From an optimization exercise on the open Yosys and OpenROAD flow, aimed at small area, a short achievable clock period and few clock cycles; shortcuts taken in it are not production practice.
At most, simulation tests tie the RTL to the original design; equivalence was not proved.
No functional check of the RTL was part of runs 1 to 5.
No activity file was given, so power comes from the tool's default toggle rates.

<file path="flow/design.v">
module ALU (
    input      [19:0] input1,
    input      [19:0] input2,
    input      [4:0]  op,
    output reg [19:0] aluOutput
);
    wire [19:0] sum  = input1 + (op[1] ? ~input2 : input2) + {19'b0, op[1]};
    wire [19:0] shl  = input1 << input2[4:0];
    always @(*) begin
        aluOutput = ({20{op[0] | op[1]}} & sum)
                  | ({20{op[2]}} & (input1 | input2))
                  | ({20{op[3]}} & ~(input1 & input2))
                  | ({20{op[4]}} & shl);
    end
endmodule
module RegisterFile (
    input             clock,
    input             writeEnable,
    input      [3:0]  writeRegister,
    input      [19:0] WriteData,
    input      [3:0]  ReadRegister1,
    input      [3:0]  ReadRegister2,
    output     [19:0] ReadData1,
    output     [19:0] ReadData2
);
    reg [19:0] r0, r1, r2, r3, r4, r5, r6, r7,
               r8, r9, r10, r11, r12, r13, r14, r15;
    always @(posedge clock) begin
        if (writeEnable) begin
            case (writeRegister)
                4'd0:  r0  <= WriteData;
                4'd1:  r1  <= WriteData;
                4'd2:  r2  <= WriteData;
                4'd3:  r3  <= WriteData;
                4'd4:  r4  <= WriteData;
                4'd5:  r5  <= WriteData;
                4'd6:  r6  <= WriteData;
                4'd7:  r7  <= WriteData;
                4'd8:  r8  <= WriteData;
                4'd9:  r9  <= WriteData;
                4'd10: r10 <= WriteData;
                4'd11: r11 <= WriteData;
                4'd12: r12 <= WriteData;
                4'd13: r13 <= WriteData;
                4'd14: r14 <= WriteData;
                default: r15 <= WriteData;
            endcase
        end
    end
    wire [319:0] all = {r15, r14, r13, r12, r11, r10, r9, r8,
                        r7, r6, r5, r4, r3, r2, r1, r0};
    RegisterRead port1 (.sel(16'b1 << ReadRegister1), .regs(all), .data(ReadData1));
    RegisterRead port2 (.sel(16'b1 << ReadRegister2), .regs(all), .data(ReadData2));
endmodule
module RegisterRead (
    input      [15:0]  sel,
    input      [319:0] regs,
    output reg [19:0]  data
);
    integer i;
    always @(*) begin
        data = 20'b0;
        for (i = 0; i < 16; i = i + 1)
            data = data | (regs[20*i +: 20] & {20{sel[i]}});
    end
endmodule
module ProgramCounter (
    input             clock,
    input             reset,
    input      [11:0] pcNext,
    output reg [11:0] pcOut
);
    always @(posedge clock or posedge reset) begin
        if (reset)
            pcOut <= 12'b0;
        else
            pcOut <= pcNext;
    end
endmodule
module LateSelect7 (
    input        s,
    input  [6:0] a1,
    input  [6:0] a0,
    output [6:0] y
);
    assign y = s ? a1 : a0;
endmodule
module LateSelect5 (
    input        s,
    input  [4:0] a1,
    input  [4:0] a0,
    output [4:0] y
);
    assign y = s ? a1 : a0;
endmodule
module cpu20 (
    input             clk,
    input             reset,
    output     [11:0] imem_addr,
    input      [19:0] imem_data,
    output reg [10:0] dmem_addr,
    output     [19:0] dmem_wdata,
    output reg        dmem_we,
    input      [19:0] dmem_rdata,
    output reg        halted
);
    wire        misp;         
    wire [11:0] pc_f;
    wire [19:0] instr  = imem_data;
    wire [4:0]  opcode = instr[19:15];
    wire f_rtype = (opcode <= 5'd4);
    wire f_itype = (opcode >= 5'd5) && (opcode <= 5'd9);
    wire f_ld    = (opcode == 5'd10);
    wire f_st    = (opcode == 5'd11);
    wire f_jump  = (opcode == 5'd12);
    wire f_br    = (opcode >= 5'd13) && (opcode <= 5'd17);
    wire f_same  = (instr[14:11] == instr[10:7]);
    reg [4:0] f_aluop;
    always @(*) begin
        case (opcode)
            5'd0, 5'd5: f_aluop = 5'b00001;
            5'd1, 5'd8: f_aluop = 5'b00010;
            5'd2, 5'd6: f_aluop = 5'b00100;
            5'd3, 5'd7: f_aluop = 5'b01000;
            5'd4, 5'd9: f_aluop = 5'b10000;
            default:    f_aluop = 5'b00000;
        endcase
    end
    reg [2:0] f_cond;
    always @(*) begin
        case (opcode)
            5'd13:   f_cond = 3'b001;    
            5'd14:   f_cond = 3'b010;    
            5'd15:   f_cond = 3'b100;    
            5'd16:   f_cond = 3'b011;    
            5'd17:   f_cond = 3'b101;    
            default: f_cond = 3'b000;
        endcase
    end
    wire f_pred  = f_br & (f_same ? f_cond[0] : instr[6]);
    wire [2:0] f_mcond = f_pred ? ~f_cond : f_cond;
    wire [3:0] f_rs1 = (f_st | f_br) ? instr[14:11] : instr[10:7];
    wire [3:0] f_rs2 = (f_st | f_br) ? instr[10:7]  : instr[6:3];
    wire       f_halt = f_jump && (instr[10:0] == pc_f[10:0]) && !pc_f[11];
    wire [6:0]  f_lo;
    wire        f_c7;
    Add7 tlo (.a(pc_f[6:0]), .b(instr[6:0]), .sum(f_lo), .cout(f_c7));
    wire [11:0] pc_inc   = pc_f + 12'd1;
    wire [4:0]  f_hi     = pc_f[11:7];
    wire [4:0]  f_hi_inc = f_hi + 5'd1;
    wire [4:0]  f_hi_dec = f_hi - 5'd1;
    wire        f_neg    = instr[6];
    wire [11:0] pc_other = misp   ? x_alt :
                           f_jump ? {1'b0, instr[10:0]} : pc_inc;
    wire        use_tgt  = ~misp & ~f_jump & f_pred;
    wire [4:0]  hi_c1    = use_tgt ? (f_neg ? f_hi : f_hi_inc) : pc_other[11:7];
    wire [4:0]  hi_c0    = use_tgt ? (f_neg ? f_hi_dec : f_hi) : pc_other[11:7];
    wire [11:0] pc_next;
    LateSelect7 sel_lo (.s(use_tgt), .a1(f_lo), .a0(pc_other[6:0]), .y(pc_next[6:0]));
    LateSelect5 sel_hi (.s(f_c7), .a1(hi_c1), .a0(hi_c0), .y(pc_next[11:7]));
    reg [3:0]  r_rs1, r_rs2, r_rd;
    reg [6:0]  r_imm;
    reg        r_useimm, r_ld, r_pred;
    reg [4:0]  r_aluop;
    reg        r_wen, r_st, r_halt;      
    reg [2:0]  r_mcond;
    always @(posedge clk or posedge reset) begin
        if (reset) begin
            r_wen   <= 1'b0;
            r_st    <= 1'b0;
            r_halt  <= 1'b0;
            r_mcond <= 3'b000;
        end else begin
            r_wen   <= (f_rtype | f_itype | f_ld) & ~misp;
            r_st    <= f_st & ~misp;
            r_halt  <= f_halt & ~misp;
            r_mcond <= f_mcond & {3{~misp}};
        end
    end
    always @(posedge clk) begin
        r_rs1    <= f_rs1;
        r_rs2    <= f_rs2;
        r_rd     <= instr[14:11];
        r_imm    <= instr[6:0];
        r_useimm <= f_itype;
        r_ld     <= f_ld;
        r_pred   <= f_pred;
        r_aluop  <= f_aluop;
    end
    wire [19:0] rdata1, rdata2;
    reg  [19:0] x_a, x_b;
    reg  [3:0]  x_rd;
    reg  [4:0]  x_aluop;
    reg         x_ld;
    reg         x_wen;
    reg  [2:0]  x_mcond;
    reg  [11:0] x_alt;
    wire [19:0] x_res;
    wire        fwd1 = x_wen && (x_rd == r_rs1);
    wire        fwd2 = x_wen && (x_rd == r_rs2);
    wire [19:0] r_imm20 = {{13{r_imm[6]}}, r_imm};
    wire [11:0] r_alt = r_pred ? pc_f - r_imm20[11:0] + 12'd1
                               : pc_f + r_imm20[11:0] - 12'd1;
    always @(posedge clk or posedge reset) begin
        if (reset) begin
            x_wen   <= 1'b0;
            x_mcond <= 3'b000;
            dmem_we <= 1'b0;
            halted  <= 1'b0;
        end else begin
            x_wen   <= r_wen & ~misp;
            x_mcond <= r_mcond & {3{~misp}};
            dmem_we <= r_st & ~misp;
            if (r_halt & ~misp)
                halted <= 1'b1;
        end
    end
    always @(posedge clk) begin
        x_a       <= fwd1 ? x_res : rdata1;
        x_b       <= r_useimm ? r_imm20 : (fwd2 ? x_res : rdata2);
        x_rd      <= r_rd;
        x_aluop   <= r_aluop;
        x_ld      <= r_ld;
        x_alt     <= r_alt;
        dmem_addr <= {(r_st ? r_rs2 : r_rs1), r_imm};
    end
    wire [19:0] alu_out;
    ALU alu (
        .input1(x_a),
        .input2(x_b),
        .op(x_aluop),
        .aluOutput(alu_out)
    );
    assign x_res = x_ld ? dmem_rdata : alu_out;
    RegisterFile rf (
        .clock(clk),
        .writeEnable(x_wen),
        .writeRegister(x_rd),
        .WriteData(x_res),
        .ReadRegister1(r_rs1),
        .ReadRegister2(r_rs2),
        .ReadData1(rdata1),
        .ReadData2(rdata2)
    );
    wire equal   = (x_a == x_b);
    wire lower   = ($signed(x_a) < $signed(x_b));
    wire greater = ~equal & ~lower;
    assign misp  = (x_mcond[0] & equal) | (x_mcond[1] & lower) | (x_mcond[2] & greater);
    ProgramCounter pcu (
        .clock(clk),
        .reset(reset),
        .pcNext(pc_next),
        .pcOut(pc_f)
    );
    assign imem_addr  = pc_f;
    assign dmem_wdata = x_a;
endmodule
module Add7 (
    input  [6:0] a,
    input  [6:0] b,
    output [6:0] sum,
    output       cout
);
    assign {cout, sum} = {1'b0, a} + {1'b0, b};
endmodule
</file>
<file path="flow/flow/run.sh">
#!/bin/bash
# Standard synthesis, then the standard layout with repair_timing aiming for
# extra setup slack (a tighter internal target than the 10 ns clock), sizing
# not limited to same-footprint cells, and port buffers of a fixed type.
set -euo pipefail
MARGIN=$(cat flow/margin.txt)
bash standard.sh synth > synth.log 2>&1
bash standard.sh SETUP_SLACK_MARGIN=$MARGIN MATCH_CELL_FOOTPRINT=0 \
  "BUFFER_PORTS_ARGS=-buffer_cell sky130_fd_sc_hd__buf_4" finish > layout.log 2>&1
</file>
<file path="flow/flow/margin.txt">
6.7
</file>
<file path="flow/standard.sh">
#!/bin/bash
# synth_recipe.tcl (not shown) runs the flow's synth.tcl, then flattens the netlist and writes it again
# the make line also repeats each setting of config.mk as NAME=value (left out here)
make -C /OpenROAD-flow-scripts/flow DESIGN_CONFIG=/design/flow/config.mk WORK_HOME=/design/flow/orfs CLKGATE_MAP_FILE= SYNTH_SCRIPT=/design/flow/synth_recipe.tcl "${@:-finish}"
</file>
<file path="flow/config.mk">
export PLATFORM = sky130hd
export DESIGN_NAME = cpu20
export DESIGN_NICKNAME = cpu20
export VERILOG_FILES = /design/flow/design.v
export SDC_FILE = /design/flow/constraint.sdc
export NUM_CORES = 4
export LEC_CHECK = 0
export CAP_MARGIN = 20
export CORE_MARGIN = 2
export CORE_UTILIZATION = 40
export PLACE_DENSITY = 0.6
export SLEW_MARGIN = 20
export SYNTH_HIERARCHICAL = 1
</file>
<file path="flow/constraint.sdc">
create_clock -name core_clock -period 10.0 [get_ports {clk}]
set_input_delay 2.0000 -clock core_clock [delete_from_list [all_inputs] [get_ports {clk}]]
set_output_delay 2.0000 -clock core_clock [all_outputs]
set_load 0.01 [all_outputs]
</file>
==> reports/qor.csv, run 1 <==
stage;metric;value;unit
cts;H-Tree Depth;2;
global_route;initial antenna violation count;0;
critical_path;worst path cell trace;inv_1, ha_2, and4_1, and4_4, a21bo_1, o2111ai_4, mux2_4, nand2_8, mux2_2, mux2_4;
critical_path;reg2reg end;pcu.pcOut[2]$_DFF_PP0_;
pwr;PD cells;243;nW/µm²
critical_path;element type at the critical path start;flop;
die;# IOs;87;
synth;Synth warnings;11;
cts;clock root buffer;clkbuf_16;
finish;most frequent cells in the layout;edfxtp_1 (320), a22o_1 (160), a221oi_1 (159), buf_4 (145), nand2_1 (96);
drt;routed wire length;77200;µm
critical_path;kind of critical path;flop to flop;
die;chip height;246;µm
cts;CTS Buf Count;47;
timing;Fin Hold WS;321;ps
global_route;GRT Overall Usage;0.252;
global_route;pin count of the biggest net entering global routing;39;
pwr;Logic pwr share;0.356;
synth;FF+latch count, synth;444;
placement;Placed Cells;2720;
synth;Distinct cells, synth;79;
synth;Post-Syn Instances;1943;
finish;Finished Core Util;0.469;
timing;Max Clock Freq;305;MHz
finish;most common cell after layout, fill and taps aside;edfxtp_1;
finish;layout cells sized above 1;0.219;
placement;dpl hpwl;48400;µm
min_path;Tightest Hold Check Type;flop to flop;
cts;CTS tree;built;
cts;CTS sink cnt;444;
pwr;Int Power;4.31;mW
drt;Initial DRC Count;1989;
critical_path;slowest stage delay, CP;430;ps
finish;antenna cells;0;
placement;IO buf count;86;
die;Die Area;60300;µm²
pwr;Lkg Pwr;9.89;nW
synth;Synth Flop Type;edfxtp_1;
critical_path;Worst Path Max Fanout;16;
synth;Seq/Total Area, Yosys;0.523;
critical_path;Worst Path Buf+Inv;1;
drt;Vias;17800;
finish;Post-Layout Cell Count;2839;
drt;Routed Antenna Nets;0;
timing;final hold viol count;0;
die;Die X;246;µm
synth;Syn Std Cell Area;23400;µm²
cts;Max clock buf depth;3;
global_route;first-pass GRT wire length;113000;µm
finish;Filler cells;5214;
global_route;vias in the first global route;17400;
outcome;outcome;complete, no violations;
cts;hold buffer count at cts;0;
timing;final worst setup slack;6720;ps
job;Max-Cap Viols;0;
synth;Post-synth EDFFs;320;
pwr;Reg power frac;0.373;
drt;DR WL/cell;27.2;µm
synth;Post-Syn Nets;2081;
critical_path;Worst Setup End Kind;flop;
synth;share of synthesized flip-flops with an asynchronous set or reset;0.0541;
timing;Relative slew margins;0.279;
critical_path;crit path from;x_b[19]$_DFF_P_;
timing;Final Cycle Share;0.328;
critical_path;reg2reg start;x_b[19]$_DFF_P_;
pwr;Switching Power;2.26;mW
critical_path;R2R cell count;10;
timing;Final Setup Violations;0;
timing;max-slew violations;0;
pwr;Max VDD drop;170;µV
die;row count;88;
cts;Clock Latency Late Sink;600;ps
pwr;clock power share;0.271;
finish;Final Cell Area;27100;µm²
die;Core Region;57700;µm²
timing;slew at the pin closest to its max-slew limit;1080;ps
pwr;total chip power;6.56;mW
timing;skew final;22.0;ps
timing;RSZ-0062 raised after global routing;yes;
drt;Vias per Instance;6.28;
placement;placed cell area;24800;µm²
critical_path;Crit path depth;10;
drt;DRC;0;
finish;area grow syn2layout;15.8;%
critical_path;CP required;10470;ps
global_route;global route overflow;0;
critical_path;slowest CP cell;ha_2;
die;Initial Utilization;0.405;
pwr;sw frac;0.344;
placement;RD Place Congestion;0.911;
cts;CTS clk-pin slew, worst paths;60;ps
placement;setup slack at placement;5900;ps
timing;final critical-path required period;3280;ps
critical_path;worst setup path end;pcu.pcOut[2]$_DFF_PP0_;
critical_path;Worst EP arrival;3740;ps
timing;post-route setup TNS;0;ps
critical_path;delay-heaviest family, CP;multiplexers;
finish;nets@finish;2174;
critical_path;Top cell by count, worst path;mux2_4;
synth;mean area per synthesized cell;12.0;µm²
critical_path;setup slack, reg-to-reg;6720;ps
drt;drt first pass iters;6;
worst min-delay path by stage:
stage,endpoint,start,depth (start not counted),slack [ps]
finish,x_rd[0]$_DFF_P_,r_rd[0]$_DFF_P_,0,320
global placement,x_aluop[1]$_DFF_P_,r_aluop[1]$_SDFF_PP0_,0,310
CTS,x_rd[0]$_DFF_P_,r_rd[0]$_DFF_P_,0,330
floorplan,x_aluop[0]$_DFF_P_,r_aluop[0]$_SDFF_PP0_,0,310
detailed placement,x_rd[0]$_DFF_P_,r_rd[0]$_DFF_P_,0,310
global route,x_aluop[1]$_DFF_P_,r_aluop[1]$_SDFF_PP0_,0,330
power by group through the flow:
stage          logic, mW  clock network (mW)  registers [mW]
6_report            2.34                1.78            2.45
2_1_floorplan       1.58                   0            2.37
3_5_place_dp        2.12                   0            2.47
3_3_place_gp        2.06                   0            2.47
5_1_grt             2.56                1.87            2.46
4_1_cts             2.21                1.80            2.44
area by class of cell:
class                   instances  area (µm²)  share of cell area
multi-input cells            1301       10600               0.391
flip-flops and latches        444       12300               0.454
clock buffers                  66        1350              0.0500
repair buffers                160        1360              0.0502
clock inverters                21         213             0.00786
inverters                      82         308              0.0114
well taps                     765         957              0.0354
modules after synthesis, one instance, submodules excluded:
module | times used | flops+latches | cells
LateSelect7 | 1 | 0 | 8
cpu20 | 1 | 112 | 681
ALU | 1 | 0 | 388
RegisterRead | 2 | 0 | 212
ProgramCounter | 1 | 12 | 13
Add7 | 1 | 0 | 37
RegisterFile | 1 | 320 | 387
LateSelect5 | 1 | 0 | 5
cell families (layout without fill, tap and decap cells):
kind of cell | after synthesis | count (layout) | share of synthesized area
AO/OA/AOI/OAI | 573 | 573 | 0.190
XOR/XNOR | 97 | 97 | 0.0364
adder cells (fa/ha/maj) | 97 | 97 | 0.0531
buffers and inverters | 200 | 329 | 0.0462
flip-flops | 444 | 444 | 0.523
multiplexers | 143 | 143 | 0.0690
AND/OR/NAND/NOR | 389 | 391 | 0.0828
timing repair:
item                                    4_1_cts  5_1_grt
buffers inserted                              7       21
resized for setup                            63       53
cloned                                        3        1
pin swaps                                     5       15
endpoints found under the setup margin      223      148
layer usage:
layer  share of wire  global-route usage
met1            0.40               0.335
met2            0.46               0.400
met3           0.098              0.0491
met4           0.042               0.109
met5               0                   0
Yosys cell counts (55+ instances only):
| library cell | count | area, µm² |
|---|---|---|
| ha_1 | 92 | 1150 |
| o21ai_0 | 67 | 335 |
| dfxtp_1 | 100 | 2000 |
| a22o_1 | 160 | 1400 |
| a221oi_1 | 161 | 1410 |
| a21oi_1 | 85 | 425 |
| edfxtp_1 | 320 | 9610 |
| nand2_1 | 97 | 364 |
| nor2_1 | 89 | 334 |
| mux2_2 | 78 | 878 |
| inv_1 | 81 | 304 |
| nor3_1 | 55 | 275 |
==> run 2, diff against run 1 <==
--- a/flow/design.v
+++ b/flow/design.v
@@ -218,4 +218,4 @@
     always @(posedge clk) begin
-        x_a       <= fwd1 ? x_res : rdata1;
-        x_b       <= r_useimm ? r_imm20 : (fwd2 ? x_res : rdata2);
+        x_a       <= a_next;
+        x_b       <= b_next;
         x_rd      <= r_rd;
@@ -234,2 +234,14 @@
     assign x_res = x_ld ? dmem_rdata : alu_out;
+    wire        a_alu = fwd1 & ~x_ld;
+    wire        a_ldd = fwd1 &  x_ld;
+    wire        a_rf  = ~fwd1;
+    wire        b_imm = r_useimm;
+    wire        b_alu = ~r_useimm & fwd2 & ~x_ld;
+    wire        b_ldd = ~r_useimm & fwd2 &  x_ld;
+    wire        b_rf  = ~r_useimm & ~fwd2;
+    wire [19:0] a_next, b_next;
+    OperandSelect3 osa (.s_alu(a_alu), .s_ld(a_ldd), .s_rf(a_rf),
+                        .alu(alu_out), .ld(dmem_rdata), .rf(rdata1), .y(a_next));
+    OperandSelect osb (.s_alu(b_alu), .s_ld(b_ldd), .s_rf(b_rf), .s_imm(b_imm),
+                       .alu(alu_out), .ld(dmem_rdata), .rf(rdata2), .imm(r_imm20), .y(b_next));
     RegisterFile rf (
@@ -265 +277,25 @@
 endmodule
+module OperandSelect (
+    input         s_alu,
+    input         s_ld,
+    input         s_rf,
+    input         s_imm,
+    input  [19:0] alu,
+    input  [19:0] ld,
+    input  [19:0] rf,
+    input  [19:0] imm,
+    output [19:0] y
+);
+    assign y = ({20{s_alu}} & alu) | ({20{s_ld}} & ld) | ({20{s_rf}} & rf) | ({20{s_imm}} & imm);
+endmodule
+module OperandSelect3 (
+    input         s_alu,
+    input         s_ld,
+    input         s_rf,
+    input  [19:0] alu,
+    input  [19:0] ld,
+    input  [19:0] rf,
+    output [19:0] y
+);
+    assign y = ({20{s_alu}} & alu) | ({20{s_ld}} & ld) | ({20{s_rf}} & rf);
+endmodule
==> run 2 against run 1 <==
  * Maximum frequency is 0.25% higher
  * Global-route usage is 0.15 points lower
  * Utilization is 0.39 points lower
  * Non-clock buffer count fell by 4
  * Critical path depth decreased by 9
  * Flip-flop and latch count is the same
  * Via count rose by 2.9%
  * Routed wire length grew 0.69%
  * Worst hold slack better by 4.8 ps
  * Power is 1.3% lower
==> reports/qor.csv, run 2 <==
stage;metric;value;unit
global_route;GRT Overall Usage;0.251;
die;row count;88;
drt;Routed Antenna Nets;0;
critical_path;Worst EP arrival;1270;ps
placement;RD Place Congestion;0.994;
die;Core Region;57900;µm²
pwr;Max VDD drop;198;µV
placement;dpl hpwl;49100;µm
cts;CTS tree;built;
pwr;Int Power;4.23;mW
timing;final hold viol count;0;
synth;FF+latch count, synth;444;
critical_path;R2R cell count;10;
cts;H-Tree Depth;2;
critical_path;Worst Path Buf+Inv;1;
critical_path;element type at the critical path start;flop;
critical_path;slowest CP cell;dfxtp_1;
cts;Clock Latency Late Sink;610;ps
critical_path;Worst Setup End Kind;output pin;
pwr;total chip power;6.48;mW
drt;drt first pass iters;7;
drt;DRC;0;
synth;Syn Std Cell Area;23600;µm²
timing;final critical-path required period;3270;ps
drt;DR WL/cell;27.0;µm
timing;RSZ-0062 raised after global routing;no;
drt;Vias;18400;
die;chip height;247;µm
global_route;first-pass GRT wire length;113000;µm
die;Die X;247;µm
pwr;Reg power frac;0.374;
synth;Post-Syn Nets;2126;
drt;Vias per Instance;6.38;
critical_path;kind of critical path;flop to output pin;
die;Die Area;60900;µm²
timing;max-slew violations;0;
cts;CTS clk-pin slew, worst paths;60;ps
synth;Seq/Total Area, Yosys;0.518;
finish;Multi-input gate area;10500;µm²
critical_path;delay-heaviest family, CP;flip-flops;
global_route;initial antenna violation count;2;
finish;most common cell after layout, fill and taps aside;edfxtp_1;
critical_path;CP required;8000;ps
synth;Commonest cells post-synth;edfxtp_1 (320), a221oi_1 (161), a22o_1 (160);
drt;Initial DRC Count;2126;
die;# IOs;87;
finish;layout cells sized above 1;0.204;
finish;nets@finish;2210;
outcome;outcome;complete, no violations;
finish;Filler cells;5283;
pwr;sw frac;0.347;
finish;most frequent cells in the layout;edfxtp_1 (320), a221oi_1 (161), a22o_1 (160), buf_4 (153), nand2_1 (107);
critical_path;worst path cell trace;buf_4;
timing;slew at the pin closest to its max-slew limit;1120;ps
finish;Finished Core Util;0.465;
critical_path;Crit path depth;1;
pwr;clock power share;0.276;
timing;Final Cycle Share;0.327;
synth;Distinct cells, synth;81;
critical_path;slowest stage delay, CP;490;ps
timing;Relative slew margins;0.253;
cts;hold buffer count at cts;0;
global_route;vias in the first global route;17900;
pwr;Switching Power;2.25;mW
timing;Max Clock Freq;306;MHz
cts;Max clock buf depth;3;
synth;Post-Syn Instances;1988;
placement;setup slack at placement;5890;ps
synth;Synth Flop Type;edfxtp_1;
finish;area grow syn2layout;14.3;%
timing;final worst setup slack;6730;ps
synth;largest cells by area after synthesis;edfxtp_1 (41%), dfxtp_1 (8.5%), a221oi_1 (6.0%);
timing;skew final;30.1;ps
job;Max-Cap Viols;0;
synth;Synth area leader;edfxtp_1;
critical_path;Worst Path Max Fanout;7;
synth;Synth warnings;11;
synth;top cell type's share of synthesized area;0.408;
synth;share of synthesized flip-flops with an asynchronous set or reset;0.0541;
cts;clock root buffer;clkbuf_16;
cts;CTS Buf Count;48;
finish;Reg area;12300;µm²
synth;Post-synth EDFFs;320;
synth;mean area per synthesized cell;11.9;µm²
timing;Final Setup Violations;0;
min_path;Tightest Hold Check Type;flop to flop;
drt;routed wire length;77800;µm
cts;CTS sink cnt;444;
synth;top-count cell post-synth;edfxtp_1;
die;Initial Utilization;0.407;
global_route;pin count of the biggest net entering global routing;39;
min_path;hold depth;0;
pwr;Logic pwr share;0.349;
global_route;global route overflow;0;
placement;IO buf count;86;
timing;post-route setup TNS;0;ps
pwr;Lkg Pwr;10.0;nW
pwr;PD cells;241;nW/µm²
[run 2: cell type report]
class | instances | share of cell area
multi-input cells | 1319 | 0.391
well taps | 765 | 0.0355
flip-flops and latches | 444 | 0.456
repair buffers | 156 | 0.0447
inverters | 103 | 0.0144
clock buffers | 63 | 0.0486
clock inverters | 26 | 0.0101
diodes | 2 | 0.000186
[run 2: cell families (layout without fill, tap and decap cells)]
| group | Yosys count | after routing | synth area share |
|---|---|---|---|
| AO/OA/AOI/OAI | 614 | 614 | 0.206 |
| flip-flops | 444 | 444 | 0.518 |
| AND/OR/NAND/NOR | 406 | 407 | 0.0849 |
| buffers and inverters | 227 | 348 | 0.0521 |
| multiplexers | 103 | 104 | 0.0503 |
| adder cells (fa/ha/maj) | 97 | 97 | 0.0527 |
| XOR/XNOR | 97 | 97 | 0.0361 |
| other | 0 | 2 | 0 |
[run 2: metrics by stage]
stage	area (µm²)	hold slack, ps	instances
after global placement	25000	314	2766
after detailed placement	25000	313	2766
final	26900	326	2878
after CTS	26700	325	2866
after global routing	26900	323	2876
after floorplan	23600	310	1988
[run 2: power by group through the flow]
| stage | clock, mW | sequential [mW] | combinational [mW] |
|---|---|---|---|
| global placement | 0 | 2.46 | 2.06 |
| floorplan | 0 | 2.37 | 1.59 |
| detailed placement | 0 | 2.46 | 2.11 |
| global route | 1.88 | 2.44 | 2.48 |
| CTS | 1.81 | 2.42 | 2.19 |
| finish | 1.79 | 2.42 | 2.26 |
[run 2: per-module statistics from Yosys, one instance, submodules excluded, excerpt]
module | times used | cells inside
ALU | 1 | 388
Add7 | 1 | 37
LateSelect5 | 1 | 5
OperandSelect3 | 1 | 46
ProgramCounter | 1 | 13
RegisterFile | 1 | 387
[run 2: final timing paths]
| path | from | end | slack (ps) |
|---|---|---|---|
| max in group asynchronous | reset | pcu.pcOut[1]$_DFF_PP0_ | 8160 |
| min | r_ld$_DFF_P_ | x_ld$_DFF_P_ | 330 |
| max reg2reg | x_b[19]$_DFF_P_ | pcu.pcOut[11]$_DFF_PP0_ | 6730 |
| min reg2reg | r_ld$_DFF_P_ | x_ld$_DFF_P_ | 330 |
| max | x_a[9]$_DFF_P_ | dmem_wdata[9] | 6730 |
| min in group asynchronous | reset | r_halt$_DFF_PP0_ | 1420 |
[run 2: what timing repair did]
action | in CTS | in global routing
gates resized for setup | 36 | 35
setup buffers | 10 | 8
gates cloned | 1 | 2
endpoints found under the setup margin | 299 | 186
pin swaps | 3 | 4
[run 2: routing by layer]
metal	vias up	track usage	wire, µm
met3	207	0.0498	7240
met4	2	0.112	3810
met1	9133	0.330	31500
met5	-	0	16
li1	8042	-	-
met2	970	0.400	35200
==> run 3, diff against run 2 <==
--- a/flow/design.v
+++ b/flow/design.v
@@ -100,3 +100,3 @@
     input      [19:0] imem_data,
-    output reg [10:0] dmem_addr,
+    output     [10:0] dmem_addr,
     output     [19:0] dmem_wdata,
@@ -162,3 +162,3 @@
     reg [6:0]  r_imm;
-    reg        r_useimm, r_ld, r_pred;
+    reg        r_useimm, r_ld, r_ldst, r_pred;
     reg [4:0]  r_aluop;
@@ -184,3 +184,4 @@
         r_imm    <= instr[6:0];
-        r_useimm <= f_itype;
+        r_useimm <= f_itype | f_ld | f_st;
+        r_ldst   <= f_ld | f_st;
         r_ld     <= f_ld;
@@ -201,2 +202,3 @@
     wire [19:0] r_imm20 = {{13{r_imm[6]}}, r_imm};
+    wire [19:0] r_immval = r_ldst ? {9'b0, (r_st ? r_rs2 : r_rs1), r_imm} : r_imm20;
     wire [11:0] r_alt = r_pred ? pc_f - r_imm20[11:0] + 12'd1
@@ -218,4 +220,4 @@
     always @(posedge clk) begin
-        x_a       <= a_next;
-        x_b       <= b_next;
+        x_a       <= fwd1 ? x_res : rdata1;
+        x_b       <= r_useimm ? r_immval : (fwd2 ? x_res : rdata2);
         x_rd      <= r_rd;
@@ -224,3 +226,2 @@
         x_alt     <= r_alt;
-        dmem_addr <= {(r_st ? r_rs2 : r_rs1), r_imm};
     end
@@ -234,14 +235,2 @@
     assign x_res = x_ld ? dmem_rdata : alu_out;
-    wire        a_alu = fwd1 & ~x_ld;
-    wire        a_ldd = fwd1 &  x_ld;
-    wire        a_rf  = ~fwd1;
-    wire        b_imm = r_useimm;
-    wire        b_alu = ~r_useimm & fwd2 & ~x_ld;
-    wire        b_ldd = ~r_useimm & fwd2 &  x_ld;
-    wire        b_rf  = ~r_useimm & ~fwd2;
-    wire [19:0] a_next, b_next;
-    OperandSelect3 osa (.s_alu(a_alu), .s_ld(a_ldd), .s_rf(a_rf),
-                        .alu(alu_out), .ld(dmem_rdata), .rf(rdata1), .y(a_next));
-    OperandSelect osb (.s_alu(b_alu), .s_ld(b_ldd), .s_rf(b_rf), .s_imm(b_imm),
-                       .alu(alu_out), .ld(dmem_rdata), .rf(rdata2), .imm(r_imm20), .y(b_next));
     RegisterFile rf (
@@ -256,4 +245,4 @@
     );
-    wire equal   = (x_a == x_b);
-    wire lower   = ($signed(x_a) < $signed(x_b));
+    wire equal, lower;
+    Compare20 cmp (.a(x_a), .b(x_b), .eq(equal), .lt(lower));
     wire greater = ~equal & ~lower;
@@ -268,2 +257,50 @@
     assign dmem_wdata = x_a;
+    assign dmem_addr  = x_b[10:0];
+endmodule
+module Compare20 (
+    input  [19:0] a,
+    input  [19:0] b,
+    output        eq,
+    output        lt
+);
+    wire [31:0] l0, e0;
+    genvar i;
+    generate
+        for (i = 0; i < 32; i = i + 1) begin : bits
+            if (i < 19) begin : mag
+                assign l0[i] = ~a[i] & b[i];
+                assign e0[i] = ~(a[i] ^ b[i]);
+            end else if (i == 19) begin : sign
+                assign l0[i] = a[i] & ~b[i];
+                assign e0[i] = ~(a[i] ^ b[i]);
+            end else begin : pad
+                assign l0[i] = 1'b0;
+                assign e0[i] = 1'b1;
+            end
+        end
+    endgenerate
+    wire [15:0] l1, e1;
+    wire [7:0]  l2, e2;
+    wire [3:0]  l3, e3;
+    wire [1:0]  l4, e4;
+    generate
+        for (i = 0; i < 16; i = i + 1) begin : m1
+            assign l1[i] = l0[2*i+1] | (e0[2*i+1] & l0[2*i]);
+            assign e1[i] = e0[2*i+1] & e0[2*i];
+        end
+        for (i = 0; i < 8; i = i + 1) begin : m2
+            assign l2[i] = l1[2*i+1] | (e1[2*i+1] & l1[2*i]);
+            assign e2[i] = e1[2*i+1] & e1[2*i];
+        end
+        for (i = 0; i < 4; i = i + 1) begin : m3
+            assign l3[i] = l2[2*i+1] | (e2[2*i+1] & l2[2*i]);
+            assign e3[i] = e2[2*i+1] & e2[2*i];
+        end
+        for (i = 0; i < 2; i = i + 1) begin : m4
+            assign l4[i] = l3[2*i+1] | (e3[2*i+1] & l3[2*i]);
+            assign e4[i] = e3[2*i+1] & e3[2*i];
+        end
+    endgenerate
+    assign lt = l4[1] | (e4[1] & l4[0]);
+    assign eq = e4[1] & e4[0];
 endmodule
@@ -277,25 +314 @@
 endmodule
-module OperandSelect (
-    input         s_alu,
-    input         s_ld,
-    input         s_rf,
-    input         s_imm,
-    input  [19:0] alu,
-    input  [19:0] ld,
-    input  [19:0] rf,
-    input  [19:0] imm,
-    output [19:0] y
-);
-    assign y = ({20{s_alu}} & alu) | ({20{s_ld}} & ld) | ({20{s_rf}} & rf) | ({20{s_imm}} & imm);
-endmodule
-module OperandSelect3 (
-    input         s_alu,
-    input         s_ld,
-    input         s_rf,
-    input  [19:0] alu,
-    input  [19:0] ld,
-    input  [19:0] rf,
-    output [19:0] y
-);
-    assign y = ({20{s_alu}} & alu) | ({20{s_ld}} & ld) | ({20{s_rf}} & rf);
-endmodule
==> run 3 against run 2 <==
  * Non-clock buffer count rose by 7
  * Worst setup slack worse by 16 ps
  * Combinational power is 3% lower
  * Routed wire length is 2.5% higher
  * Count of clock-buffer cells in the layout increased by 5
  * Final area about the same
  * Die area down 1.2%
  * Worst hold slack is essentially flat
  * Flip-flop and latch count fell by 10
  * Sequential power down 2%
  * Critical endpoint is now imem_addr[11]
==> reports/qor.csv, run 3 <==
stage;metric;value;unit
synth;Commonest cells post-synth;edfxtp_1 (320), a221oi_1 (161), a22o_1 (160);
synth;Synth Flop Type;edfxtp_1;
timing;post-route setup TNS;0;ps
pwr;Max VDD drop;153;µV
global_route;first-pass GRT wire length;113000;µm
global_route;GRT Overall Usage;0.256;
timing;final hold viol count;0;
critical_path;Worst Path Max Fanout;6;
placement;dpl hpwl;49700;µm
finish;Multi-input gate area;10600;µm²
synth;top cell type's share of synthesized area;0.413;
global_route;vias in the first global route;17300;
die;# IOs;87;
outcome;outcome;complete, no violations;
cts;CTS tree;built;
synth;largest cells by area after synthesis;edfxtp_1 (41%), dfxtp_1 (7.7%), a221oi_1 (6.1%);
drt;Vias;17900;
die;Die Area;60100;µm²
drt;Initial DRC Count;2000;
timing;final worst setup slack;6710;ps
synth;Seq/Total Area, Yosys;0.516;
timing;Relative slew margins;0.305;
global_route;initial antenna violation count;2;
timing;max-slew violations;0;
finish;Post-Layout Cell Count;2836;
drt;drt first pass iters;5;
critical_path;Worst Path Buf+Inv;1;
timing;Max Clock Freq;304;MHz
placement;Placed Cells;2721;
critical_path;delay-heaviest family, CP;flip-flops;
synth;share of synthesized flip-flops with an asynchronous set or reset;0.0553;
cts;CTS clk-pin slew, worst paths;60;ps
pwr;Lkg Pwr;9.97;nW
finish;Reg area;12100;µm²
critical_path;element type at the critical path start;flop;
global_route;global route overflow;0;
min_path;Tightest Hold Check Type;flop to flop;
placement;RD Place Congestion;0.887;
die;Die X;245;µm
timing;skew final;32.3;ps
finish;Filler cells;5098;
drt;DR WL/cell;28.1;µm
critical_path;CP required;8000;ps
finish;most common cell after layout, fill and taps aside;edfxtp_1;
cts;clock root buffer;clkbuf_16;
pwr;PD cells;233;nW/µm²
job;Max-Cap Viols;0;
synth;Distinct cells, synth;84;
die;row count;88;
critical_path;kind of critical path;flop to output pin;
synth;Synth warnings;11;
cts;H-Tree Depth;2;
finish;most frequent cells in the layout;edfxtp_1 (320), a22o_1 (160), a221oi_1 (159), buf_4 (141), nand2_1 (102);
drt;Vias per Instance;6.32;
drt;Routed Antenna Nets;0;
synth;mean area per synthesized cell;11.9;µm²
timing;final critical-path required period;3290;ps
placement;IO buf count;86;
timing;Final Cycle Share;0.329;
die;Initial Utilization;0.404;
drt;routed wire length;79700;µm
pwr;total chip power;6.26;mW
synth;Synth area leader;edfxtp_1;
placement;setup slack at placement;5780;ps
finish;nets@finish;2170;
synth;top-count cell post-synth;edfxtp_1;
finish;antenna cells;0;
cts;Clock Latency Late Sink;590;ps
critical_path;slowest CP cell;dfrtp_1;
finish;area grow syn2layout;15.6;%
die;Core Region;57600;µm²
placement;placed cell area;24600;µm²
synth;FF+latch count, synth;434;
critical_path;slowest stage delay, CP;520;ps
global_route;pin count of the biggest net entering global routing;39;
die;chip height;245;µm
synth;Syn Std Cell Area;23300;µm²
synth;Post-Syn Instances;1955;
timing;Final Setup Violations;0;
synth;Post-Syn Nets;2089;
drt;DRC;0;
timing;RSZ-0062 raised after global routing;yes;
cts;CTS sink cnt;434;
cts;CTS Buf Count;46;
finish;layout cells sized above 1;0.210;
synth;Post-synth EDFFs;320;
critical_path;Worst Setup End Kind;output pin;
cts;Max clock buf depth;3;
critical_path;worst path cell trace;buf_4;
timing;slew at the pin closest to its max-slew limit;1040;ps
finish;Final Cell Area;26900;µm²
critical_path;Worst EP arrival;1290;ps
run 3: changes by cell type in the layout (fill, tap and decap cells not counted), moves of 8 or more:
| cell | delta |
|---|---|
| a22oi_1 | -39 |
| o21ai_0 | +26 |
| nor3_1 | -9 |
| xor2_1 | -10 |
| dfxtp_1 | -14 |
| mux2i_1 | +26 |
| xnor2_1 | +9 |
| buf_4 | -12 |
| nor2_4 | +8 |
| buf_12 | +8 |
| a222oi_1 | -19 |
| inv_1 | -22 |
| nor2_2 | -21 |
run 3: power breakdown:
part	total (mW)	internal (mW)	switching [mW]
Sequential	2.36	2.15	0.216
Combinational	2.19	0.944	1.25
Clock	1.70	0.979	0.726
Total	6.26	4.07	2.19
run 3: final cells by class:
cell class | instances | share of cell area
clock buffers | 68 | 0.0506
clock inverters | 15 | 0.00558
inverters | 81 | 0.0113
multi-input cells | 1310 | 0.394
flip-flops and latches | 434 | 0.449
well taps | 765 | 0.0356
repair buffers | 163 | 0.0538
run 3: kinds of logic after synthesis:
kind of cell | share of synthesized area
AOI/OAI and AO/OA | 0.194
DFF | 0.516
and+or+nand+nor | 0.0846
buffers and inverters | 0.0512
muxes | 0.0639
xor gates and xnor gates | 0.0380
adders and majority gates | 0.0516
run 3: routing by layer:
layer	track usage	up-vias	wire [µm]
met5	0	-	66
met4	0.103	6	3280
met2	0.417	1005	36800
met1	0.335	8839	31700
li1	-	7875	-
met3	0.0508	195	7800
run 3: path summary, 6_finish.rpt:
| path | from | endpoint | slack (ps) | cells past startpoint |
|---|---|---|---|---|
| worst min register to register | r_rd[2]$_DFF_P_ | x_rd[2]$_DFF_P_ | 330 | 0 |
| max in group asynchronous | reset | pcu.pcOut[10]$_DFF_PP0_ | 8170 | 2 |
| min in group asynchronous | reset | r_halt$_DFF_PP0_ | 1440 | 2 |
| worst max-delay path | pcu.pcOut[11]$_DFF_PP0_ | imem_addr[11] | 6710 | 1 |
| worst max register to register | x_aluop[1]$_DFF_P_ | x_b[16]$_DFF_P_ | 6810 | 13 |
| worst min-delay path | r_rd[2]$_DFF_P_ | x_rd[2]$_DFF_P_ | 330 | 0 |
run 3: metrics by stage:
stage / hold slack (ps) / utilization
after detailed placement: 312 / 0.427
after floorplan: 310 / -
after global routing: 336 / 0.467
after CTS: 326 / 0.461
after global placement: 314 / 0.427
final: 326 / 0.467
run 3: per-module statistics from Yosys, one instance, submodules excluded:
| module | cells inside | flops+latches | area, µm² | times used |
|---|---|---|---|---|
| LateSelect5 | 5 | 0 | 56.3 | 1 |
| LateSelect7 | 8 | 0 | 116 | 1 |
| ProgramCounter | 13 | 12 | 304 | 1 |
| cpu20 | 623 | 102 | 5870 | 1 |
| RegisterFile | 387 | 320 | 9930 | 1 |
| ALU | 388 | 0 | 2610 | 1 |
| RegisterRead | 212 | 0 | 1800 | 2 |
| Compare20 | 70 | 0 | 495 | 1 |
| Add7 | 37 | 0 | 287 | 1 |
run 3: timing repair:
action,CTS,global route
cloned,4,2
buffers inserted,16,10
hold buffers,0,0
pin swaps,8,9
gates resized for setup,76,48
setup endpoints to repair,192,117
==> run 4, diff against run 3 <==
--- a/flow/design.v
+++ b/flow/design.v
@@ -87,10 +87,2 @@
 endmodule
-module LateSelect5 (
-    input        s,
-    input  [4:0] a1,
-    input  [4:0] a0,
-    output [4:0] y
-);
-    assign y = s ? a1 : a0;
-endmodule
 module cpu20 (
@@ -154,8 +146,11 @@
                            f_jump ? {1'b0, instr[10:0]} : pc_inc;
-    wire        use_tgt  = ~misp & ~f_jump & f_pred;
-    wire [4:0]  hi_c1    = use_tgt ? (f_neg ? f_hi : f_hi_inc) : pc_other[11:7];
-    wire [4:0]  hi_c0    = use_tgt ? (f_neg ? f_hi_dec : f_hi) : pc_other[11:7];
+    wire        use_tgt;
+    PredictSelect psel (.misp(misp), .same(f_same), .pred_same(f_br & f_cond[0]),
+                        .pred_diff(f_br & instr[6]), .sel(use_tgt));
+    wire [4:0]  hi_c1    = f_neg ? f_hi : f_hi_inc;
+    wire [4:0]  hi_c0    = f_neg ? f_hi_dec : f_hi;
     wire [11:0] pc_next;
     LateSelect7 sel_lo (.s(use_tgt), .a1(f_lo), .a0(pc_other[6:0]), .y(pc_next[6:0]));
-    LateSelect5 sel_hi (.s(f_c7), .a1(hi_c1), .a0(hi_c0), .y(pc_next[11:7]));
+    FinalSelectHi sel_hi (.sel(use_tgt), .c(f_c7), .t1(hi_c1), .t0(hi_c0),
+                          .o(pc_other[11:7]), .y(pc_next[11:7]));
     reg [3:0]  r_rs1, r_rs2, r_rd;
@@ -314 +309,20 @@
 endmodule
+module PredictSelect (
+    input  misp,
+    input  same,
+    input  pred_same,
+    input  pred_diff,
+    output sel
+);
+    assign sel = ~misp & (same ? pred_same : pred_diff);
+endmodule
+module FinalSelectHi (
+    input        sel,
+    input        c,
+    input  [4:0] t1,
+    input  [4:0] t0,
+    input  [4:0] o,
+    output [4:0] y
+);
+    assign y = sel ? (c ? t1 : t0) : o;
+endmodule
==> run 4 against run 3 <==
  * Still clean on timing, DRC and antenna
  * Flip-flop and latch count is the same
  * Clock power about the same
  * Maximum frequency rose by 0.60%
  * Count of clock-buffer cells in the layout fell by 3
  * Power is 0.48% lower
  * Final area fell by 0.40%
  * Via count shrank 0.15%
  * Final cell count increased by 0.49%
  * Largest power group unchanged
  * Highest routed layer unchanged
==> reports/qor.csv, run 4 <==
stage;metric;value;unit
cts;H-Tree Depth;2;
finish;most common cell after layout, fill and taps aside;edfxtp_1;
die;Die Area;60100;µm²
synth;Post-Syn Instances;1963;
synth;top-count cell post-synth;edfxtp_1;
critical_path;slowest stage delay, CP;500;ps
synth;Post-synth EDFFs;320;
synth;Synth area leader;edfxtp_1;
finish;most frequent cells in the layout;edfxtp_1 (320), a22o_1 (160), a221oi_1 (159), buf_4 (149), nand2_1 (111);
drt;Initial DRC Count;1849;
timing;skew final;17.4;ps
synth;Syn Std Cell Area;23300;µm²
min_path;beginning of the worst hold path;r_ld$_DFF_P_;
timing;max-slew violations;0;
cts;CTS clk-pin slew, worst paths;60;ps
min_path;hold depth;0;
synth;mean area per synthesized cell;11.9;µm²
global_route;first-pass GRT wire length;114000;µm
critical_path;slowest CP cell;dfrtp_2;
cts;Clock Latency Late Sink;600;ps
global_route;initial antenna violation count;5;
job;Max-Cap Viols;0;
cts;clock root buffer;clkbuf_16;
timing;post-route setup TNS;0;ps
placement;dpl hpwl;49300;µm
synth;Distinct cells, synth;84;
pwr;PD cells;232;nW/µm²
global_route;vias in the first global route;17800;
synth;FF+latch count, synth;434;
global_route;pin count of the biggest net entering global routing;39;
die;row count;88;
synth;largest cells by area after synthesis;edfxtp_1 (41%), dfxtp_1 (7.7%), a221oi_1 (6.0%);
timing;Relative slew margins;0.293;
drt;Vias;17900;
die;Die X;245;µm
cts;CTS sink cnt;434;
timing;Final Cycle Share;0.327;
synth;Seq/Total Area, Yosys;0.516;
outcome;outcome;complete, no violations;
pwr;Max VDD drop;144;µV
placement;IO buf count;86;
timing;final hold viol count;0;
global_route;global route overflow;0;
drt;Vias per Instance;6.28;
critical_path;R2R cell count;13;
finish;nets@finish;2179;
pwr;Lkg Pwr;9.98;nW
synth;share of synthesized flip-flops with an asynchronous set or reset;0.0553;
critical_path;Worst EP arrival;1270;ps
critical_path;delay-heaviest family, CP;flip-flops;
min_path;Tightest Hold Check Type;flop to flop;
min_path;WHS Endpoint;x_ld$_DFF_P_;
die;Core Region;57600;µm²
timing;RSZ-0062 raised after global routing;yes;
synth;Synth warnings;11;
finish;layout cells sized above 1;0.197;
die;chip height;245;µm
finish;Reg area;12100;µm²
critical_path;setup slack, reg-to-reg;6780;ps
global_route;GRT Overall Usage;0.254;
drt;drt first pass iters;5;
critical_path;Worst Path Max Fanout;6;
timing;slew at the pin closest to its max-slew limit;1060;ps
critical_path;Worst Path Buf+Inv;1;
finish;Multi-input gate area;10500;µm²
timing;final critical-path required period;3270;ps
timing;Max Clock Freq;306;MHz
drt;routed wire length;77700;µm
cts;CTS tree;built;
critical_path;reg2reg start;x_a[2]$_DFF_P_;
die;# IOs;87;
critical_path;reg2reg end;pcu.pcOut[0]$_DFF_PP0_;
critical_path;element type at the critical path start;flop;
die;Initial Utilization;0.404;
critical_path;worst path cell trace;buf_4;
drt;DR WL/cell;27.3;µm
synth;Commonest cells post-synth;edfxtp_1 (320), a221oi_1 (160), a22o_1 (160);
drt;DRC;0;
cts;hold buffer count at cts;0;
placement;RD Place Congestion;0.905;
finish;area grow syn2layout;15.1;%
cts;Max clock buf depth;3;
cts;CTS Buf Count;46;
synth;Synth Flop Type;edfxtp_1;
drt;Routed Antenna Nets;0;
finish;Filler cells;5208;
synth;top cell type's share of synthesized area;0.413;
synth;Post-Syn Nets;2097;
critical_path;Worst Setup End Kind;output pin;
timing;Final Setup Violations;0;
finish;Finished Core Util;0.465;
critical_path;kind of critical path;flop to output pin;
critical_path;CP required;8000;ps
==> run 4: changes by cell type in the layout (fill, tap and decap cells not counted), moves of 6 or more <==
cell	change
buf_4	+8
xnor2_1	-8
nand2_1	+9
o21ai_0	-7
mux2_4	-10
dfxtp_4	+10
o21ai_1	+9
clkinv_1	+6
dfxtp_2	-7
xor2_1	+12
mux2i_1	+7
mux2_2	-14
mux2_1	+21
==> run 4: per-module statistics from Yosys (local to each module, per instance) <==
module	area (µm²)	copies in the design	cells	flops+latches
ProgramCounter	304	1	13	12
ALU	2610	1	388	0
LateSelect7	116	1	8	0
cpu20	5800	1	617	102
RegisterFile	9930	1	387	320
FinalSelectHi	110	1	17	0
Compare20	495	1	70	0
PredictSelect	13.8	1	2	0
Add7	287	1	37	0
RegisterRead	1800	2	212	0
==> run 4: power breakdown <==
part | internal (mW) | leakage [nW] | switching [mW]
clock | 0.953 | 0.723 | 0.720
combinational | 0.955 | 5.25 | 1.24
sequential | 2.15 | 4.00 | 0.211
total | 4.06 | 9.98 | 2.17
==> run 4: cells by family after synthesis <==
logic type | Yosys count | synth area share
muxes | 137 | 0.0646
xor gates and xnor gates | 101 | 0.0380
DFF | 434 | 0.516
and+or+nand+nor | 394 | 0.0831
adders and majority gates | 95 | 0.0522
buffers and inverters | 217 | 0.0509
AOI/OAI and AO/OA | 585 | 0.195
==> run 4: metrics by stage <==
step	std cells	hold slack [ps]	instance area [µm²]	total power [mW]	worst slack [ps]
after floorplan	1963	310	23400	3.79	6550
after global placement	2732	315	24600	4.39	5840
after detailed placement	2732	312	24600	4.41	5810
after CTS	2825	322	26400	6.15	6660
after global routing	2847	329	26800	6.55	6540
final	2850	323	26800	6.23	6730
==> run 4: final cells by class <==
| type | count | share of cell area |
|---|---|---|
| Inverter | 85 | 0.0124 |
| Tap cell | 765 | 0.0357 |
| Multi-Input combinational cell | 1312 | 0.391 |
| Timing Repair Buffer | 165 | 0.0534 |
| Clock inverter | 20 | 0.00546 |
| Clock buffer | 65 | 0.0495 |
| Timing Repair inverter | 1 | 0.000187 |
| Sequential cell | 434 | 0.452 |
| Antenna cell | 3 | 0.000280 |
==> run 4: how the worst max path moves through the flow <==
| stage | startpoint | endpoint | cells past startpoint |
|---|---|---|---|
| finish | pcu.pcOut[6]$_DFF_PP0_ | imem_addr[6] | 1 |
| global route | x_aluop[1]$_DFF_P_ | x_b[12]$_DFF_P_ | 11 |
| CTS | x_b[0]$_DFF_P_ | x_a[16]$_DFF_P_ | 12 |
| detailed placement | x_a[13]$_DFF_P_ | pcu.pcOut[0]$_DFF_PP0_ | 13 |
| global placement | x_a[13]$_DFF_P_ | pcu.pcOut[2]$_DFF_PP0_ | 13 |
| floorplan | imem_data[18] | pcu.pcOut[0]$_DFF_PP0_ | 10 |
==> run 4: timing repair <==
action,4_1_cts,5_1_grt
resized for setup,73,33
pin swaps,0,5
endpoints found under the setup margin,233,180
cloned,2,3
buffers inserted,6,19
==> run 4: layer usage <==
metal	global-route usage	up-vias	wire [µm]
met5	0	-	30
met4	0.120	4	3810
li1	-	7862	-
met3	0.0470	209	6670
met1	0.347	8920	32800
met2	0.391	898	34400
==> run 5, diff against run 4 <==
==> flow/flow/margin.txt (replaced) <==
6.9
==> run 5 against run 4 <==
  * Register-to-register slack improved by 80 ps
  * Non-clock buffer count up 70
  * Critical path type unchanged
  * Worst hold slack better by 3.3 ps
  * Maximum frequency rose by 2.9%
  * Count of clock-buffer cells in the layout rose by 4
  * Final area grew 4.8%
  * Combinational power increased by about 20%
  * Synthesized area unchanged
  * Still clean on timing, DRC and antenna
==> reports/qor.csv, run 5 <==
stage;metric;value;unit
finish;most common cell after layout, fill and taps aside;edfxtp_1;
timing;RSZ-0062 raised after global routing;yes;
critical_path;Worst EP arrival;1170;ps
synth;Synth area leader;edfxtp_1;
die;Die Area;60100;µm²
min_path;Tightest Hold Check Type;flop to flop;
global_route;GRT Overall Usage;0.263;
synth;Post-synth EDFFs;320;
cts;CTS sink cnt;434;
critical_path;Worst Path Max Fanout;3;
drt;DRC;0;
synth;Syn Std Cell Area;23300;µm²
synth;share of synthesized flip-flops with an asynchronous set or reset;0.0553;
pwr;Max VDD drop;147;µV
global_route;initial antenna violation count;0;
drt;metal2 WL;37100;µm
finish;layout cells sized above 1;0.257;
synth;Post-Syn Instances;1963;
timing;slew at the pin closest to its max-slew limit;1190;ps
die;Die X;245;µm
timing;max-slew violations;0;
critical_path;kind of critical path;flop to output pin;
timing;Relative slew margins;0.207;
job;Max-Cap Viols;0;
drt;WL met3;6730;µm
synth;Distinct cells, synth;84;
critical_path;Worst Setup End Kind;output pin;
global_route;vias in the first global route;18100;
finish;Final Cell Area;28100;µm²
cts;Clock Latency Late Sink;590;ps
drt;drt first pass iters;6;
cts;hold buffer count at cts;0;
global_route;pin count of the biggest net entering global routing;39;
die;chip height;245;µm
die;row count;88;
synth;Post-Syn Nets;2097;
pwr;Lkg Pwr;10.4;nW
finish;most frequent cells in the layout;edfxtp_1 (320), buf_4 (170), a22o_1 (160), a221oi_1 (159), nand2_1 (108);
die;Core Region;57600;µm²
synth;top-count cell post-synth;edfxtp_1;
finish;nets@finish;2250;
die;Initial Utilization;0.404;
critical_path;CP required;8000;ps
synth;Seq/Total Area, Yosys;0.516;
critical_path;element type at the critical path start;flop;
global_route;global route overflow;0;
drt;Routed Antenna Nets;0;
drt;DR WL/cell;27.6;µm
placement;placed cell area;24600;µm²
timing;final critical-path required period;3170;ps
drt;Metal-1 WL;33500;µm
placement;IO buf count;86;
drt;routed wire length;80700;µm
cts;CTS Buf Count;47;
timing;skew final;43.5;ps
synth;Synth Flop Type;edfxtp_1;
cts;Max clock buf depth;3;
synth;Synth warnings;11;
placement;RD Place Congestion;0.878;
pwr;PD cells;235;nW/µm²
synth;Commonest cells post-synth;edfxtp_1 (320), a221oi_1 (160), a22o_1 (160);
cts;CTS clk-pin slew, worst paths;60;ps
cts;CTS tree;built;
outcome;outcome;complete, no violations;
drt;max layer used;met4;
timing;Final Cycle Share;0.317;
timing;post-route setup TNS;0;ps
synth;largest cells by area after synthesis;edfxtp_1 (41%), dfxtp_1 (7.7%), a221oi_1 (6.0%);
finish;area grow syn2layout;20.7;%
timing;Max Clock Freq;315;MHz
drt;Initial DRC Count;2265;
cts;clock root buffer;clkbuf_16;
global_route;first-pass GRT wire length;117000;µm
synth;mean area per synthesized cell;11.9;µm²
synth;FF+latch count, synth;434;
placement;dpl hpwl;50200;µm
synth;top cell type's share of synthesized area;0.413;
timing;final hold viol count;0;
drt;Vias per Instance;6.30;
die;# IOs;87;
drt;Vias;18400;
cts;H-Tree Depth;2;
timing;Final Setup Violations;0;
-- run 5: cell count changes in the layout (fill, tap and decap cells not counted), sizes merged --
cell,previous run,this run
buf,162,231
clkbuf,68,73
clkinvlp,0,4
clkinv,19,16
inv,85,83
bufinv,2,1
diode,3,2
-- run 5: kinds of logic (layout without fill, tap and decap cells) --
kind of cell	after synthesis	after routing	share of synthesized area
simple gates	394	394	0.0831
xor+xnor	101	101	0.0380
other cells	0	2	0
mux	137	137	0.0646
fa+ha+maj	95	95	0.0522
flops	434	434	0.516
buf+inv	217	408	0.0509
compound gates	585	585	0.195
-- run 5: repair_timing --
action,CTS,global route
setup buffers,72,19
gates cloned,5,1
setup endpoints to repair,312,159
pin swaps,19,42
resized for setup,165,107
-- run 5: final cells by class --
cell class	count	area, µm²
multi-input combinational	1312	10900
inverter	85	332
antenna	2	5.00
sequential	434	12200
tap	765	957
timing repair inverter	1	6.26
clock buffer	69	1350
timing repair buffer	235	2180
fill	5150	29500
clock inverter	18	166
-- run 5: path summary, 6_finish.rpt --
| path | start | end | slack (ps) | cells past startpoint |
|---|---|---|---|---|
| worst min register to register | r_aluop[2]$_SDFF_PP0_ | x_aluop[2]$_DFF_P_ | 330 | 0 |
| worst max-delay path | x_b[0]$_DFF_P_ | dmem_addr[0] | 6830 | 2 |
| min in group asynchronous | reset | pcu.pcOut[2]$_DFF_PP0_ | 1450 | 2 |
| max in group asynchronous | reset | pcu.pcOut[4]$_DFF_PP0_ | 8170 | 2 |
| worst max register to register | x_aluop[1]$_DFF_P_ | rf.r2[15]$_DFFE_PP_ | 6860 | 12 |
| worst min-delay path | r_aluop[2]$_SDFF_PP0_ | x_aluop[2]$_DFF_P_ | 330 | 0 |
-- run 5: critical path: stages (launching register included) --
cell and delay, ps:
dfxtp_4 350, buf_12 130, buf_6 110
-- run 5: modules after synthesis (local to each module, per instance), a selection --
module	area, µm²	flops+latches	cells	times used
ALU	2610	0	388	1
Add7	287	0	37	1
Compare20	495	0	70	1
FinalSelectHi	110	0	17	1
LateSelect7	116	0	8	1
PredictSelect	13.8	0	2	1
RegisterFile	9930	320	387	1
RegisterRead	1800	0	212	2
cpu20	5800	102	617	1
-- run 5: metal layers --
| layer | track usage | vias up |
|---|---|---|
| li1 | - | 8008 |
| met2 | 0.421 | 993 |
| met4 | 0.102 | 0 |
| met5 | 0 | - |
| met1 | 0.358 | 9238 |
| met3 | 0.0432 | 165 |
-- run 5: power breakdown --
group | internal [mW] | total [mW] | switching, mW
clock network | 0.972 | 1.70 | 0.727
logic | 1.15 | 2.62 | 1.46
registers | 2.16 | 2.29 | 0.133
total | 4.28 | 6.60 | 2.32
-- run 5: stage by stage --
stage / utilization / total power, mW / instances / setup WS [ps] / hold slack (ps)
6_report: 0.488 / 6.60 / 2921 / 6830 / 327
5_1_grt: 0.488 / 6.92 / 2919 / 6780 / 330
4_1_cts: 0.476 / 6.41 / 2898 / 6790 / 326
3_5_place_dp: 0.428 / 4.42 / 2734 / 5790 / 312
3_3_place_gp: 0.428 / 4.40 / 2733 / 5790 / 314
2_1_floorplan: - / 3.79 / 1963 / 6550 / 310
==> run 6, diff against run 5 <==
--- a/flow/design.v
+++ b/flow/design.v
@@ -210,3 +210,3 @@
             dmem_we <= r_st & ~misp;
-            if (r_halt & ~misp)
+            if ((r_halt | (f_halt & ~r_st & (r_mcond == 3'b000))) & ~misp)
                 halted <= 1'b1;
==> flow/flow/margin.txt (replaced) <==
6.8
==> run 6 against run 5 <==
  * Still clean on timing, DRC and antenna
  * Final area fell by 3.9%
  * Worst hold slack got worse by 3.5 ps
  * Clock skew shrank 29 ps
  * Largest power group unchanged
==> reports/qor.csv, run 6 <==
stage;metric;value;unit
drt;Vias per Instance;6.36;
synth;Seq/Total Area, Yosys;0.516;
critical_path;R2R cell count;10;
timing;final critical-path required period;3180;ps
critical_path;slowest CP cell;a221oi_1;
synth;simple-gate portion of the synthesized area;0.0836;
outcome;outcome;complete, no violations;
synth;Distinct cells, synth;82;
drt;Vias;18200;
min_path;beginning of the worst hold path;r_aluop[1]$_SDFF_PP0_;
global_route;first-pass GRT wire length;119000;µm
synth;Synth warnings;11;
critical_path;element type at the critical path start;flop;
synth;top-count cell post-synth;edfxtp_1;
global_route;met2 Usage GRT;0.448;
synth;post-synthesis xor/xnor area fraction;0.0388;
placement;IO buf count;86;
timing;Relative slew margins;0.273;
die;Initial Utilization;0.404;
synth;Post-Syn Instances;1967;
synth;Post-Syn Nets;2101;
critical_path;worst path cell trace;buf_12, buf_4, buf_4, mux2_2, o21ai_0, o21ai_0, a221oi_1, o21ai_0, mux2_4, buf_12;
critical_path;reg2reg start;x_b[0]$_DFF_P_;
cts;Clock Latency Late Sink;550;ps
die;Core Region;57600;µm²
pwr;sw frac;0.346;
global_route;global route overflow;0;
synth;Compound-Gate Fraction of Synth Area;0.194;
synth;Commonest cells post-synth;edfxtp_1 (320), a221oi_1 (160), a22o_1 (160);
critical_path;CP required;10300;ps
cts;CTS clk-pin slew, worst paths;60;ps
cts;Max clock buf depth;3;
synth;Syn Std Cell Area;23300;µm²
cts;CTS tree;built;
drt;Initial DRC Count;1864;
critical_path;reg2reg end;rf.r5[15]$_DFFE_PP_;
critical_path;Worst Path Buf+Inv;4;
synth;main combinational cell family by area after synthesis;compound AO/OA/AOI/OAI gates;
cts;CTS Buf Count;43;
synth;largest cells by area after synthesis;edfxtp_1 (41%), dfxtp_1 (7.7%), a221oi_1 (6.0%);
finish;Post-Layout Cell Count;2858;
synth;Synth area leader;edfxtp_1;
die;Die X;245;µm
die;chip height;245;µm
drt;DRC;0;
cts;CTS sink cnt;434;
placement;Placed Cells;2731;
pwr;clock power share;0.257;
critical_path;delay-heaviest family, CP;compound AO/OA/AOI/OAI gates;
timing;Final Setup Violations;0;
global_route;met1 Track Usage GR;0.327;
critical_path;slowest stage delay, CP;720;ps
finish;most frequent cells in the layout;edfxtp_1 (320), a22o_1 (160), buf_4 (160), a221oi_1 (159), nand2_1 (107);
critical_path;Top cell by count, worst path;o21ai_0;
die;Die Area;60100;µm²
timing;final hold viol count;0;
pwr;Max VDD drop;108;µV
timing;skew final;14.4;ps
finish;area grow syn2layout;16.0;%
cts;clock root buffer;clkbuf_16;
min_path;Tightest Hold Check Type;flop to flop;
finish;antenna cells;0;
critical_path;kind of critical path;flop to flop;
global_route;pin count of the biggest net entering global routing;39;
placement;RD Place Congestion;0.911;
critical_path;Worst Setup End Kind;flop;
timing;max-slew violations;0;
global_route;initial antenna violation count;0;
global_route;vias in the first global route;17900;
pwr;Switching Power;2.18;mW
synth;FF+latch count, synth;434;
job;Max-Cap Viols;0;
pwr;PD cells;233;nW/µm²
synth;post-synthesis mux area share;0.0641;
critical_path;Worst Path Max Fanout;16;
pwr;Reg power frac;0.369;
min_path;WHS Endpoint;x_aluop[1]$_DFF_P_;
global_route;GRT busiest layer;met2;
die;# IOs;87;
placement;dpl hpwl;50600;µm
timing;post-route setup TNS;0;ps
drt;routed wire length;82000;µm
synth;top cell type's share of synthesized area;0.413;
critical_path;Worst EP arrival;3480;ps
pwr;Int Power;4.12;mW
die;row count;88;
min_path;hold depth;0;
finish;most common cell after layout, fill and taps aside;edfxtp_1;
drt;DR WL/cell;28.7;µm
finish;layout cells sized above 1;0.221;
global_route;met3 Resource Use GR;0.0492;
pwr;total chip power;6.30;mW
synth;Post-synth EDFFs;320;
pwr;Lkg Pwr;9.82;nW
synth;mean area per synthesized cell;11.8;µm²
drt;Routed Antenna Nets;0;
critical_path;setup slack, reg-to-reg;6820;ps
timing;Final Cycle Share;0.318;
cts;H-Tree Depth;2;
finish;nets@finish;2195;
global_route;GRT Overall Usage;0.267;
synth;adder-cell share of the synthesized area;0.0522;
timing;Max Clock Freq;315;MHz
pwr;Logic pwr share;0.374;
timing;slew at the pin closest to its max-slew limit;1090;ps
drt;drt first pass iters;5;
synth;Synth Flop Type;edfxtp_1;
synth;share of synthesized flip-flops with an asynchronous set or reset;0.0553;
timing;RSZ-0062 raised after global routing;yes;
-- run 6: cell count changes after synthesis, moves of 4 or more --
cell / change
xor2_1: -6
mux2_2: +18
mux2_1: -20
xnor2_1: +8
o21ai_1: +12
o21ai_0: -14
and2_1: -5
a21oi_1: +4
nor2_1: +5
-- run 6: worst max path at each step --
| stage | from | slack (ps) | depth (start not counted) | endpoint |
|---|---|---|---|---|
| 4_1_cts | imem_data[18] | 6790 | 7 | pcu.pcOut[6]$_DFF_PP0_ |
| 6_report | x_b[0]$_DFF_P_ | 6820 | 10 | rf.r5[15]$_DFFE_PP_ |
| 3_3_place_gp | imem_data[8] | 6180 | 7 | pcu.pcOut[6]$_DFF_PP0_ |
| 2_1_floorplan | imem_data[19] | 6590 | 10 | pcu.pcOut[0]$_DFF_PP0_ |
| 5_1_grt | x_b[1]$_DFF_P_ | 6740 | 9 | x_b[14]$_DFF_P_ |
| 3_5_place_dp | imem_data[2] | 6120 | 7 | pcu.pcOut[11]$_DFF_PP0_ |
-- run 6: final cells by class --
type	instances	area, µm²
clock inverters	19	188
well taps	765	957
multi-input cells	1315	10600
fillers	5183	30600
repair buffers	180	1580
flip-flops and latches	434	12100
clock buffers	58	1190
inverters	87	327
-- run 6: logic make-up (layout without fill, tap and decap cells) --
logic type / count (synthesis) / after routing
xor+xnor: 103 / 103
compound gates: 584 / 584
simple gates: 397 / 397
mux: 136 / 136
fa+ha+maj: 95 / 95
buf+inv: 218 / 344
flops: 434 / 434
-- run 6: per-layer routing --
layer / vias to the layer above / part of all wire / routed length [µm]
li1: 7915 / - / -
met1: 8985 / 0.38 / 30900
met2: 1028 / 0.48 / 39100
met3: 252 / 0.087 / 7100
met4: 0 / 0.059 / 4880
met5: - / 0 / 0
-- run 6: power groups by stage --
stage	sequential, mW	combinational [mW]	clock (mW)
2_1_floorplan	2.31	1.49	0
3_3_place_gp	2.39	2.00	0
3_5_place_dp	2.40	2.03	0
4_1_cts	2.32	2.25	1.63
5_1_grt	2.33	2.56	1.70
6_report	2.32	2.36	1.62
-- run 6: per-module statistics from Yosys, one instance, submodules excluded, excerpt --
module	copies in the design	cell area (µm²)	cells
RegisterFile	1	9930	387
cpu20	1	5790	621
RegisterRead	2	1800	212
ProgramCounter	1	304	13
Add7	1	287	37
LateSelect7	1	116	8
FinalSelectHi	1	110	17
-- run 6: repair_timing --
action / in CTS / in global routing
hold buffers: 0 / 0
setup buffers: 31 / 14
resized for setup: 93 / 50
pin swaps: 2 / 14
cloned: 5 / 0
setup endpoints to repair: 235 / 121
-- run 6: per-stage QoR --
| step | util | hold slack [ps] | worst slack, ps | instance area [µm²] |
|---|---|---|---|---|
| after floorplan | - | 310 | 6590 | 23300 |
| after global placement | 0.427 | 313 | 6180 | 24600 |
| after detailed placement | 0.427 | 312 | 6120 | 24600 |
| after CTS | 0.463 | 324 | 6790 | 26700 |
| after global routing | 0.469 | 337 | 6740 | 27000 |
| final | 0.469 | 323 | 6820 | 27000 |
Testbench counts of run 6, summed over its fixed seeds: cycles 76,271.

-- afterwards: timing with drivers on the ports --
No port has a modelled driver above. Below, the same layouts with a new extraction and two added sets of constraints.
Step 1 assumes that a clkbuf_16 drives the clock port and a buf_2 every other input.
Step 2, shift: input delay + t, output delay - t, t = (earliest + latest rising clock arrival at the registers) / 2. This alone moves slack from input paths to output paths.
a / b / c = ideal / step 1 / step 2; a / b = the first two.
run | t, ns | slack for setup (ns) | worst setup path at the end | worst slew at a driven data input, ns
run 1 | 0.645 | 6.722 / 6.664 / 6.099 | input to register | 0.07
run 2 | 0.652 | 6.730 / 6.672 / 6.119 | input to register | 0.13
run 3 | 0.642 | 6.714 / 6.649 / 6.072 | input to register | 0.11
run 4 | 0.647 | 6.734 / 6.672 / 6.199 | input to register | 0.14
run 5 | 0.643 | 6.826 / 6.762 / 6.341 | input to register | 0.15
run 6 | 0.605 | 6.821 / 6.765 / 6.296 | input to register | 0.05
After both steps setup and hold are still met in every run listed. For run 3, which loses most, drivers alone change the setup slack by -0.065 ns; drivers and shift together by -0.642 ns.
